What follows belongs to an exercise in optimizing a design on an open flow for small area, a short achievable clock period and few clock cycles; a production flow would make more cautious choices. Only simulation tests tie the RTL to the original design; equivalence was not proved. No activity file was given, so power comes from the tool's default toggle rates.

==> flow/design.v <==
module infix_calc
(
    input  wire       CLK,
    input  wire       RST,
    output reg        BUSY,
    input  wire [7:0] INPUT_SIGN,
    input  wire       SIGN_STB,
    input  wire [7:0] INPUT_NUMBER,
    input  wire       NUMBER_STB,
    output wire [7:0] OUT,
    output reg        OUT_STB
);
wire in_mul = ~INPUT_SIGN[0];
wire in_div = INPUT_SIGN[2] & INPUT_SIGN[1];
wire in_sub = ~INPUT_SIGN[1];
wire take_num = NUMBER_STB & ~SIGN_STB & ~BUSY;
wire take_op  = SIGN_STB & ~NUMBER_STB & ~BUSY;
wire take_end = SIGN_STB & NUMBER_STB & ~BUSY;
reg       r_num;     
reg       r_lo;      
reg       r_end;     
reg [7:0] r_val;     
reg       m_mul;     
reg       m_div;     
reg       n_sub;     
always @(posedge CLK) begin
    if (RST) begin
        r_num <= 1'b0;
        r_lo  <= 1'b0;
        r_end <= 1'b0;
        m_mul <= 1'b0;
        m_div <= 1'b0;
        BUSY  <= 1'b0;
    end else begin
        r_num <= take_num;
        r_lo  <= take_op & ~in_mul & ~in_div;
        r_end <= take_end;
        if (take_op | take_end) begin
            m_mul <= in_mul & take_op;
            m_div <= in_div & take_op;
        end
        BUSY  <= r_num & m_mul & take_op & (in_mul | in_div);
    end
    r_val <= INPUT_NUMBER;
    if (take_op & ~in_mul & ~in_div)
        n_sub <= in_sub;
end
reg  [7:0]    term;
reg           a_num;      
reg           a_mul;
reg           a_div;
reg  [7:0]    a_val;      
reg  [K1-1:0] a_rem;      
reg           b_div;      
reg           b_mul;      
reg  [K2-1:0] b_rem;      
localparam K1 = 4;
localparam K2 = 6;
wire [7:0] x1 = r_val ^ {8{m_div}};    
wire [0:0] dv0 = m_div & term[7];
wire [1:0] ds0 = {1'b0, dv0} + {1'b0, x1[0:0]} + {1'd0, m_div};
wire qd0 = ds0[1] & (x1[7:1] == {7{m_div}});    
wire dq0 = m_div ? qd0 : term[7];
wire [0:0] dr0 = dq0 ? ds0[0:0] : dv0;
wire [1:0] dv1 = {dr0, m_div & term[6]};
wire [2:0] ds1 = {1'b0, dv1} + {1'b0, x1[1:0]} + {2'd0, m_div};
wire qd1 = ds1[2] & (x1[7:2] == {6{m_div}});    
wire dq1 = m_div ? qd1 : term[6];
wire [1:0] dr1 = dq1 ? ds1[1:0] : dv1;
wire [2:0] dv2 = {dr1, m_div & term[5]};
wire [3:0] ds2 = {1'b0, dv2} + {1'b0, x1[2:0]} + {3'd0, m_div};
wire qd2 = ds2[3] & (x1[7:3] == {5{m_div}});    
wire dq2 = m_div ? qd2 : term[5];
wire [2:0] dr2 = dq2 ? ds2[2:0] : dv2;
wire [3:0] dv3 = {dr2, m_div & term[4]};
wire [4:0] ds3 = {1'b0, dv3} + {1'b0, x1[3:0]} + {4'd0, m_div};
wire qd3 = ds3[4] & (x1[7:4] == {4{m_div}});    
wire dq3 = m_div ? qd3 : term[4];
wire [3:0] dr3 = dq3 ? ds3[3:0] : dv3;
wire [4:0] dv4 = {a_rem, a_div & term[3]};
wire [5:0] ds4 = {1'b0, dv4} + {1'b0, a_val[4:0]} + {5'd0, a_div};
wire qd4 = ds4[5] & (a_val[7:5] == {3{a_div}});    
wire dq4 = a_div ? qd4 : term[3];
wire [4:0] dr4 = dq4 ? ds4[4:0] : dv4;
wire [5:0] dv5 = {dr4, a_div & term[2]};
wire [6:0] ds5 = {1'b0, dv5} + {1'b0, a_val[5:0]} + {6'd0, a_div};
wire qd5 = ds5[6] & (a_val[7:6] == {2{a_div}});    
wire dq5 = a_div ? qd5 : term[2];
wire [5:0] dr5 = dq5 ? ds5[5:0] : dv5;
wire [6:0] dv6 = {b_rem, a_div & term[1]};
wire [7:0] ds6 = {1'b0, dv6} + {1'b0, a_val[6:0]} + {7'd0, a_div};
wire qd6 = ds6[7] & (a_val[7:7] == {1{a_div}});    
wire dq6 = a_div ? qd6 : term[1];
wire [6:0] dr6 = dq6 ? ds6[6:0] : dv6;
wire [7:0] dv7 = {dr6, a_div & term[0]};
wire [8:0] ds7 = {1'b0, dv7} + {1'b0, a_val[7:0]} + {8'd0, a_div};
wire qd7 = ds7[8];    
wire dq7 = a_div ? qd7 : term[0];
wire [7:0] dr7 = dq7 ? ds7[7:0] : dv7;
wire [K1-1:0]    q1 = {qd0, qd1, qd2, qd3};
wire [K2-K1-1:0] q2 = {qd4, qd5};
wire [7-K2:0]    q3 = {qd6, qd7};
wire [7:0]       r3 = dr7;    
always @(posedge CLK) begin
    if (RST) begin
        a_num <= 1'b0;
        b_div <= 1'b0;
        b_mul <= 1'b0;
    end else begin
        a_num <= r_num;
        b_div <= a_num & a_div;
        b_mul <= a_num & a_mul;
    end
    if (r_num) begin
        a_mul <= m_mul;
        a_div <= m_div;
        a_val <= x1;
    end
    a_rem <= dr3;
    b_rem <= dr5;
    if (a_num & ~a_div & ~a_mul)
        term <= a_val;
    else if (b_mul)
        term <= r3;
    else begin
        if (r_num & m_div)
            term[7:8-K1] <= q1;
        if (a_num & a_div)
            term[7-K1:8-K2] <= q2;
        if (b_div)
            term[7-K2:0] <= q3;
    end
end
reg [7:0] sum;
reg       first;     
reg       sop_sub;   
reg       p_sub;     
reg       lo1, lo2, end1, end2;
wire [7:0] base  = first ? 8'd0 : sum;
wire [7:0] total = base + (term ^ {8{sop_sub}}) + {7'd0, sop_sub};
always @(posedge CLK) begin
    if (RST) begin
        lo1     <= 1'b0;
        lo2     <= 1'b0;
        end1    <= 1'b0;
        end2    <= 1'b0;
        first   <= 1'b1;
        sop_sub <= 1'b0;
        OUT_STB <= 1'b0;
    end else begin
        lo1     <= r_lo;
        lo2     <= lo1;
        end1    <= r_end;
        end2    <= end1;
        OUT_STB <= end2;
        if (lo2) begin
            first   <= 1'b0;
            sop_sub <= p_sub;
        end else if (end2) begin
            first   <= 1'b1;
            sop_sub <= 1'b0;
        end
    end
    if (lo1)
        p_sub <= n_sub;
    if (lo2 | end2)
        sum <= total;
end
assign OUT = sum;
endmodule
clock: 13.0 ns
lec_check: 0
cap_margin: 20
core_margin: 2
core_utilization: 40
slew_margin: 20
standard.sh (not shown) runs the stock make flow with config.mk's settings and CLKGATE_MAP_FILE= SYNTH_SCRIPT=/design/flow/synth_recipe.tcl, a recipe that flattens the netlist after the stock synthesis.
==> flow/flow/run.sh <==
#!/bin/bash
# Standard ORFS layout at the design's clock and constraints, with a larger setup
# target for the timing repair and clock tree options (see params.sh).
set -euo pipefail
source flow/params.sh
bash standard.sh SETUP_SLACK_MARGIN=$SETUP_MARGIN "CTS_ARGS=$CTS" $EXTRA finish > make.log 2>&1
==> flow/flow/params.sh <==
SETUP_MARGIN=9.3
EXTRA="ABC_AREA=1"
CTS="-sink_clustering_enable -repair_clock_nets -dont_use_dummy_load"
Testbench counts at the start, summed over its fixed seeds: cycles 14,680.
Change:
==> flow/flow/run.sh (replaced) <==
#!/bin/bash
# Standard ORFS layout at the design's clock and constraints, with a larger setup
# target for the timing repair, plain buffers on the ports and clock tree options
# (see params.sh).
set -euo pipefail
source flow/params.sh
bash standard.sh SETUP_SLACK_MARGIN=$SETUP_MARGIN "BUFFER_PORTS_ARGS=-buffer_cell $PORT_BUF" "CTS_ARGS=$CTS" $EXTRA finish > make.log 2>&1
==> flow/flow/params.sh (replaced) <==
SETUP_MARGIN=8.9
EXTRA="ABC_AREA=1"
CTS="-sink_clustering_enable -repair_clock_nets -dont_use_dummy_load"
PORT_BUF=sky130_fd_sc_hd__buf_2
After rerunning: The changed run passed the timing, design-rule and antenna checks; design area shrinks by 11%; die area stays the same; utilization goes down by 5.7 points; cell count falls by 4.1%; hold slack gets worse by 3.3 ps; area after synthesis does not change.
Change:
==> flow/flow/run.sh (replaced) <==
#!/bin/bash
# Standard ORFS layout at the design's clock and constraints, with a larger setup
# target for the timing repair (see params.sh).
set -euo pipefail
source flow/params.sh
bash standard.sh SETUP_SLACK_MARGIN=$SETUP_MARGIN $EXTRA finish > make.log 2>&1
==> flow/flow/params.sh (replaced) <==
SETUP_MARGIN=9.5
EXTRA="ABC_AREA=1"
What happened: The new run completed with no timing, DRC or antenna violations; critical path depth increases by 9; clock power increases by 58%; synthesized cell count does not change.
Change:
==> flow/flow/run.sh (replaced) <==
#!/bin/bash
# Standard ORFS layout at the design's clock and constraints, with a larger setup
# target for the timing repair and plain buffers on the ports (see params.sh).
set -euo pipefail
source flow/params.sh
bash standard.sh SETUP_SLACK_MARGIN=$SETUP_MARGIN "BUFFER_PORTS_ARGS=-buffer_cell $PORT_BUF" $EXTRA finish > make.log 2>&1
==> flow/flow/params.sh (replaced) <==
SETUP_MARGIN=9.3
EXTRA="ABC_AREA=1 CORE_UTILIZATION=50"
PORT_BUF=sky130_fd_sc_hd__buf_2
After rerunning:
- design area shrinks by 11%
- clock-buffer cell count does not change
- global-route usage grows by 2.7 points
- clock power falls by about 10%
- synthesized cell count stays the same
- wire length is lower by 7.4%
Change:
==> flow/flow/run.sh (replaced) <==
#!/bin/bash
# Standard ORFS layout at the design's clock and constraints, with a larger setup
# target for the timing repair, plain buffers on the ports and clock tree options
# (see params.sh).
set -euo pipefail
source flow/params.sh
bash standard.sh SETUP_SLACK_MARGIN=$SETUP_MARGIN "BUFFER_PORTS_ARGS=-buffer_cell $PORT_BUF" "CTS_ARGS=$CTS" $EXTRA finish > make.log 2>&1
==> flow/flow/params.sh (replaced) <==
SETUP_MARGIN=8.5
EXTRA="ABC_AREA=1"
CTS="-sink_clustering_enable -repair_clock_nets -dont_use_dummy_load"
PORT_BUF=sky130_fd_sc_hd__buf_2
=> Clock-buffer cell count is unchanged; synthesized cell count is unchanged; die area increases by 24%.

========
Starts from the design.v that is shown in full above.
clock: 13.0 ns
lec_check: 0
cap_margin: 20
core_margin: 2
core_utilization: 40
slew_margin: 20
==> flow/flow/run.sh <==
#!/bin/bash
# Standard ORFS layout at the design's clock and constraints, with a larger setup
# target for the timing repair, plain buffers on the ports and clock tree options
# (see params.sh).
set -euo pipefail
source flow/params.sh
bash standard.sh SETUP_SLACK_MARGIN=$SETUP_MARGIN "BUFFER_PORTS_ARGS=-buffer_cell $PORT_BUF" "CTS_ARGS=$CTS" $EXTRA finish > make.log 2>&1
==> flow/flow/params.sh <==
SETUP_MARGIN=9.0
EXTRA="ABC_AREA=1 CORE_UTILIZATION=30"
CTS="-sink_clustering_enable -repair_clock_nets -dont_use_dummy_load"
PORT_BUF=sky130_fd_sc_hd__buf_2
Testbench counts at the start, summed over its fixed seeds: cycles 14,680.
Change:
==> flow/flow/run.sh (replaced) <==
#!/bin/bash
# Standard ORFS layout at the design's clock and constraints, with a larger setup
# target for the timing repair and plain buffers on the ports (see params.sh).
set -euo pipefail
source flow/params.sh
bash standard.sh SETUP_SLACK_MARGIN=$SETUP_MARGIN "BUFFER_PORTS_ARGS=-buffer_cell $PORT_BUF" $EXTRA finish > make.log 2>&1
==> flow/flow/params.sh (replaced) <==
SETUP_MARGIN=9.3
EXTRA="ABC_AREA=1 PLACE_DENSITY=0.70"
PORT_BUF=sky130_fd_sc_hd__buf_2
Result:
- sequential power barely changes
- count of clock-buffer cells in the layout rose by 1
- utilization rose by 15 points
- flip-flop and latch count stays the same
- sequential share of layout area fell by 1.5 points
- routed wire length climbs by 12%
- worst setup slack loses 30 ps
- global-route usage came out higher by 4.9 points
Change:
==> flow/flow/run.sh (replaced) <==
#!/bin/bash
# Standard ORFS layout at the design's clock and constraints, with a larger setup
# target for the timing repair, plain buffers on the ports and clock tree options
# (see params.sh).
set -euo pipefail
source flow/params.sh
bash standard.sh SETUP_SLACK_MARGIN=$SETUP_MARGIN "BUFFER_PORTS_ARGS=-buffer_cell $PORT_BUF" "CTS_ARGS=$CTS" $EXTRA finish > make.log 2>&1
==> flow/flow/params.sh (replaced) <==
SETUP_MARGIN=9.0
EXTRA="ABC_AREA=1"
CTS="-sink_clustering_enable -repair_clock_nets -dont_use_dummy_load"
PORT_BUF=sky130_fd_sc_hd__buf_2
Outcome: Global-route usage decreases by 0.52 points. Total power came out lower by 13%. Die area does not change. Cell area drops by 9.7%. Worst setup slack gets better by 53 ps. Critical path depth is higher by 2. Fmax grows by 1.4%. Clock-buffer cell count decreases by 1. Synthesized area stays the same. Non-clock buffer count shrinks by 23.
Change:
==> flow/flow/run.sh (replaced) <==
#!/bin/bash
# Standard ORFS layout at the design's clock and constraints, with a larger setup
# target for the timing repair (see params.sh).
set -euo pipefail
source flow/params.sh
bash standard.sh SETUP_SLACK_MARGIN=$SETUP_MARGIN $EXTRA finish > make.log 2>&1
==> flow/flow/params.sh (replaced) <==
SETUP_MARGIN=9.0
EXTRA="ABC_AREA=1"
The new run finished with timing, DRC and antenna clean. Setup slack is worse by 180 ps. Count of clock-buffer cells in the layout climbs by 5. Worst hold slack hardly moves. Sequential power hardly moves. Synthesized area does not change. Via count goes up by about 0.54%. Final area is higher by 6.8%. Non-clock buffer count goes up by 7. Total power is higher by 16%. Final cell count goes up by about 1.9%.
Change:
==> flow/flow/run.sh (replaced) <==
#!/bin/bash
# Standard ORFS layout at the design's clock and constraints, with a larger setup
# target for the timing repair, plain buffers on the ports and clock tree options
# (see params.sh).
set -euo pipefail
source flow/params.sh
bash standard.sh SETUP_SLACK_MARGIN=$SETUP_MARGIN "BUFFER_PORTS_ARGS=-buffer_cell $PORT_BUF" "CTS_ARGS=$CTS" $EXTRA finish > make.log 2>&1
==> flow/flow/params.sh (replaced) <==
SETUP_MARGIN=8.95
EXTRA="ABC_AREA=1"
CTS="-sink_clustering_enable -repair_clock_nets -dont_use_dummy_load"
PORT_BUF=sky130_fd_sc_hd__buf_2
Critical path depth climbs by 25.
Worst hold slack is about the same.
Design area drops by a few percent.

## what the ideal ports hide
In the flow no input, the clock included, has a driving cell. The finished layouts below were timed again as built, in two steps.
Step 1 sets driving cells, clkbuf_16 on the clock port and buf_2 on the other inputs (assumed; they add their load-dependent delay and slew).
Step 2 adds t to the input delays and takes it off the output delays; t is the mean of the earliest and latest rising clock arrival at the registers after step 1. Input paths then give back, and output paths get back, about the clock's delay inside the block.
Three values: ideal ports, drivers, drivers and shift; two values: the first two.
| run | t, ns | setup WS [ns] | hold WS [ns] | clock arrival spread, ns | pins driven straight from the clock port |
|---|---|---|---|---|---|
| the first run of note 1 | 0.359 | 9.336 / 9.306 / 9.096 | 0.406 / 0.406 / 0.406 | 0.034 / 0.034 | 1 |
| the second run of note 1 | 0.343 | 9.185 / 9.185 / 9.185 | 0.403 / 0.403 / 0.403 | 0.024 / 0.024 | 1 |
| the third run of note 1 | 0.376 | 9.292 / 9.292 / 9.154 | 0.407 / 0.407 / 0.407 | 0.009 / 0.009 | 1 |
| the fourth run of note 1 | 0.367 | 9.236 / 9.236 / 9.236 | 0.404 / 0.404 / 0.404 | 0.015 / 0.015 | 1 |
| the fifth run of note 1 | 0.343 | 8.939 / 8.939 / 8.939 | 0.402 / 0.402 / 0.402 | 0.024 / 0.024 | 1 |
| the first run of note 2 | 0.358 | 9.243 / 9.243 / 9.243 | 0.400 / 0.400 / 0.400 | 0.018 / 0.018 | 1 |
| the second run of note 2 | 0.364 | 9.213 / 9.213 / 9.213 | 0.407 / 0.407 / 0.407 | 0.018 / 0.017 | 1 |
| the third run of note 2 | 0.344 | 9.266 / 9.266 / 9.266 | 0.403 / 0.403 / 0.403 | 0.024 / 0.024 | 1 |
| the fourth run of note 2 | 0.358 | 9.084 / 9.056 / 9.009 | 0.404 / 0.404 / 0.404 | 0.011 / 0.011 | 1 |
| the fifth run of note 2 | 0.344 | 9.207 / 9.207 / 9.207 | 0.403 / 0.403 / 0.403 | 0.025 / 0.025 | 1 |
After both steps setup and hold are still met in every run listed. For the first run of note 1, which loses most, drivers alone change the setup slack by -0.030 ns; drivers and shift together by -0.240 ns.
